What follows belongs to an exercise in optimizing a design on an open flow for small area and a short achievable clock period; a production flow would make more cautious choices.

run Z:
==> flow/design.v <==
module QPU_V(
  input clk,reset,RDY,
  input [15:0]IR,
  input IRQ1,IRQ2,
  input [7:0] A_result,
  input A_vin,A_cin,
  input [7:0] M_Din,
  input I1,I2,I3,I4,
  output [11:0] pc_out,
  output [9:0]  W_AddrO,
  output [7:0]  W_DoutO,
  output [9:0]  M_AddrO,
  output M_WEO,M_IO,
  output A_adc_sbc,A_cout,
  output [7:0] Op1,Op2,
  output [7:0] ST,OPS,RA,RF,RSP
);
reg        s1;
reg [6:0]  OP_TYPE;
reg        IOMode,MWE0,OP_ADC_SBC,LAB7;
reg [3:0]  LWx;
reg [11:0] pc;
reg [9:0]  SP,RX,RY,WAddr;
reg [7:0]  Acc,Flags;
reg [7:0]  OP1R,OP2R;
reg        F1,F2;
reg [2:0]  COP_TYPE,IR_TYPE;
reg [7:0]  WSEL;
wire [2:0] IR_CMD = IR[14:12];
wire [3:0] IR_REG = IR[11:8];
wire [3:0] IR_REGB= IR[3:0];
wire [3:0] PK_REG = (IR_REG >4'b1001)? 4'b1000:IR_REG;
wire [3:0] PK_REGB= (IR_REGB>4'b1001)? 4'b1000:IR_REGB;
wire [7:0] OP_INC = OP1R+8'd1;
wire [7:0] WD_REST = ({8{WSEL[0]}} & (OP1R & OP2R))
                   | ({8{WSEL[1]}} & (OP1R | OP2R))
                   | ({8{WSEL[2]}} & (OP1R ^ OP2R))
                   | ({8{WSEL[4]}} & {Flags[0],OP1R[7:1]})
                   | ({8{WSEL[5]}} & OP_INC)
                   | ({8{WSEL[6]}} & OP2R)
                   | ({8{WSEL[7]}} & Acc);
wire [7:0] WD;
QPU_V_wdsel u_wdsel(.a(A_result), .s(WSEL[3]), .rest(WD_REST), .y(WD));
wire C_NEXT = WSEL[3] ? A_cin : WSEL[4] ? OP1R[0] : Flags[0];
wire [9:0] PBASE = ~s1 ? SP : (IR_TYPE==3'b110) ? RX : (IR_TYPE==3'b111) ? RY : SP;
wire [9:0] PDIFF = PBASE - {{2{IR[7]}},IR[7:0]};
wire dec = ~s1 & ~IR[15];
wire MWE1 = s1 & (COP_TYPE==3'b111);
wire OP_PSH_POP = (IR_TYPE[1:0]==2'b01) & ~LAB7 & COP_TYPE[2] & COP_TYPE[1];
reg [6:0]  n_OP_TYPE;
reg [7:0]  n_OP1,n_OP2;
reg        n_F1,n_F2;
always @*
begin
    case (IR_CMD)
    3'b000: n_OP_TYPE=7'b0000001;
    3'b001: n_OP_TYPE=7'b0000010;
    3'b010: n_OP_TYPE=7'b0000100;
    3'b011: n_OP_TYPE=7'b0001000;
    3'b100: n_OP_TYPE=7'b0010000;
    3'b101: n_OP_TYPE=7'b0001000;
    3'b110: n_OP_TYPE=7'b0100000;
    default: n_OP_TYPE=7'b1000000;
    endcase
    n_F1=1'b0;
    if (LWx==PK_REG)                      n_OP1=WD;
    else if (IR_REG==4'b1001)             n_OP1=Flags;
    else if (IR_REG[3] | (IR_CMD>=3'b110)) n_OP1=Acc;
    else begin n_OP1=8'd0; n_F1=1'b1; end
    n_F2=1'b0;
    if (IR_REG[3:1]==3'b101)
    begin
        if (LWx==PK_REGB)         n_OP2=WD;
        else if (IR_REGB==4'b1001) n_OP2=Flags;
        else if (IR_REGB[3])      n_OP2=Acc;
        else begin n_OP2=8'd0; n_F2=1'b1; end
    end
    else n_OP2=IR[7:0];
end
wire f1 = dec ? n_F1 : F1;
wire f2 = dec ? n_F2 : F2;
wire mem = (IR_REG>=4'b1100);
wire ext = (IR_CMD==3'b100) & (IR_REG>4'b1000);
wire       n_s1  = ~reset & dec & (mem | ext);
wire [6:0] n_OPT = reset ? 7'd0 : s1 ? OP_TYPE : IR[15] ? 7'd0 : n_OP_TYPE;
wire [7:0] n_WSEL = n_s1 ? 8'b10000000 :
                    {~|n_OPT[5:0], n_OPT[5], n_OPT[4]&IR[7], n_OPT[4]&~IR[7], n_OPT[3:0]};
always @(posedge clk)
begin
    LAB7<=IR[7];
    IR_TYPE<=IR[10:8];
    OP_ADC_SBC<=~IR[14];
    COP_TYPE<=IR[14:12];
    F1<=f1;
    F2<=f2;
    OP1R<= f1 ? M_Din : (dec ? n_OP1 : OP1R);
    OP2R<= f2 ? M_Din : (dec ? n_OP2 : OP2R);
    s1<=n_s1;
    OP_TYPE<=n_OPT;
    WSEL<=n_WSEL;
    if (reset)
    begin
        IOMode<=1'b0;
        MWE0<=1'b0;
        LWx<=4'b1111;
        pc<=12'd0;
        SP<=10'h100;
        RX<=10'd0;
        RY<=10'd0;
        Flags<=8'd0;
        Acc<=8'hA5;
    end
    else if (~s1)
    begin
        if (~IR[15])
        begin
            if (mem)
            begin
                case (IR[9:8])
                2'b00: WAddr<={2'd0,IR[7:0]};
                2'b01: WAddr<=PDIFF;
                2'b10: WAddr<=RX;
                2'b11: WAddr<=RY;
                endcase
                IOMode<=(IR[7:6]==2'b00);
                MWE0<=1'b0;
                LWx<=4'b1000;
            end
            else
            begin
                WAddr<={6'd0,PK_REG};
                IOMode<=1'b0;
                MWE0<=~ext;
                if (~ext) pc<=pc+12'd1;
                LWx<=PK_REG;
            end
            if (MWE0)
            begin
                if (LWx==4'b1001)
                    Flags<=WD;
                else
                begin
                    if (LWx>=4'b1000)
                        Acc<=WD;
                    Flags[0]<=C_NEXT;
                    Flags[1]<=(WD==8'd0);
                    if (n_OP_TYPE[3])
                        Flags[2]<=A_vin;
                    Flags[3]<=WD[7];
                end
            end
        end
        else
        begin
            LWx<=4'b1110;
            MWE0<=1'b0;
            pc<=pc+12'd1;
        end
    end
    else
    begin
        if (COP_TYPE==3'b100)
        begin
            if (IR_TYPE[2:1]==2'b01)
                SP<={M_Din[1:0],Acc};
            else if (IR_TYPE==3'b101)
                SP<=PDIFF;
            else if (IR_TYPE==3'b110)
                RX<=PDIFF;
            else if (IR_TYPE==3'b111)
                RY<=PDIFF;
            LWx<=4'b1110;
            MWE0<=1'b0;
        end
        else if (COP_TYPE<3'b110)
        begin
            WAddr<=10'd8;
            LWx<=4'b1000;
            MWE0<=1'b1;
        end
        else
        begin
            if (COP_TYPE==3'b110)
                Acc<=M_Din;
            LWx<=4'b1110;
            MWE0<=1'b0;
        end
        if (OP_PSH_POP)
        begin
            if (COP_TYPE[0])
                SP<=WAddr;
            else
                SP<=SP+10'd1;
        end
        IOMode<=1'b0;
        pc<=pc+12'd1;
    end
end
assign pc_out=pc;
assign W_AddrO=WAddr;
QPU_V_maddr u_maddr(.s1(s1), .wa(WAddr), .ra(IR[11:8]), .rb(IR[3:0]), .y(M_AddrO));
assign W_DoutO=WD;
assign M_WEO=MWE0|MWE1;
assign M_IO=IOMode;
assign A_adc_sbc=OP_ADC_SBC;
assign A_cout=Flags[0];
assign Op1=OP1R;
assign Op2=OP2R;
assign ST={LWx,F2,COP_TYPE};
assign OPS={1'b0,OP_TYPE};
assign RA=Acc;
assign RF=Flags;
assign RSP=SP[7:0];
endmodule
module QPU_V_wdsel(input [7:0] a, input s, input [7:0] rest, output [7:0] y);
assign y = ({8{s}} & a) | rest;
endmodule
module QPU_V_maddr(input s1, input [9:0] wa, input [3:0] ra, input [3:0] rb, output [9:0] y);
wire [3:0] pa = (ra>4'b1001) ? 4'b1000 : ra;
wire [3:0] pb = (rb>4'b1001) ? 4'b1000 : rb;
assign y = s1 ? wa : {6'd0, ra[3] ? pb : pa};
endmodule
clock: 6.0 ns
lec_check: 0
cap_margin: 20
core_margin: 2
core_utilization: 40
setup_slack_margin: 3.0
slew_margin: 20
synth_hierarchical: 1
synth_minimum_keep_size: 0
tns_end_percent: 0
standard.sh (not shown) runs the stock make flow with config.mk's settings and CLKGATE_MAP_FILE= SYNTH_SCRIPT=/design/flow/synth_recipe.tcl, a recipe that flattens the netlist after the stock synthesis.
==> flow/flow/run.sh <==
#!/bin/bash
# Standard ORFS layout (the standard.sh, unchanged synthesis), with the
# port buffers made as sky130_fd_sc_hd__buf_1 instead of the resizer's pick.
set -euo pipefail
cd "$(dirname "$0")/.."
bash standard.sh "BUFFER_PORTS_ARGS=-buffer_cell sky130_fd_sc_hd__buf_1" finish > flow_make.log 2>&1
Relative to run Z, the following input files were edited for run K:
==> flow/flow/run.sh <==
#!/bin/bash
# Standard ORFS layout (the standard.sh, unchanged synthesis), with the
# port buffers made as sky130_fd_sc_hd__buf_1 instead of the resizer's pick,
# and a clock tree of clkbuf_8 without dummy loads.
set -euo pipefail
cd "$(dirname "$0")/.."
bash standard.sh "BUFFER_PORTS_ARGS=-buffer_cell sky130_fd_sc_hd__buf_1" \
  "CTS_ARGS=-sink_clustering_enable -repair_clock_nets -dont_use_dummy_load -buf_list sky130_fd_sc_hd__clkbuf_8 -root_buf sky130_fd_sc_hd__clkbuf_8" \
  finish > flow_make.log 2>&1
==> run notes <==
- Run K | status: complete | timing, DRC, antenna: pass
- Of the two candidates, run Z has the better setup slack and run K the worse one.
- Via count of the routed design: run K lower than run Z
- Against run Z, run K reports a global-route wire length before repair that is lower.
- Re final antenna diode count: no difference whatsoever between run K and run Z.
- Run K vs run Z on clock buffer and inverter area fraction after layout: run K is the lower one.
- In run K the clock buffer count turned out 11 lower than in run Z.
- Diff run Z -> run K: sequential share of layout area higher; clock edge transition at the registers on the reported setup and hold paths saw an increase.
No run of this note included a check of the RTL's function; only the layout flow was run.

## afterwards: timing with drivers on the ports
No port has a modelled driver above. Below, the same layouts with a new extraction and two added sets of constraints.
Step 1 sets driving cells, clkbuf_16 on the clock port and buf_2 on the other inputs (assumed; they add their load-dependent delay and slew).
Step 2 times the ports against the registers' clock, not the clock port: input delays grow and output delays shrink by t, the midpoint of the rising clock arrivals with the driver on.
Three values: ideal ports, drivers, drivers and shift; two values: the first two.
run	shift t [ns]	setup WS [ns]	worst hold slack (ns)	worst setup path after step 2	cell pins on the clock port's net
run Z	0.469	2.817 / 2.774 / 2.449	0.467 / 0.467 / 0.467	input to register	1
run K	0.474	2.797 / 2.756 / 2.369	0.466 / 0.466 / 0.466	input to register	1
After both steps setup and hold are still met in every run listed. The setup slack of run K, which loses most, moves by -0.041 ns with the drivers and by -0.428 ns with both steps.
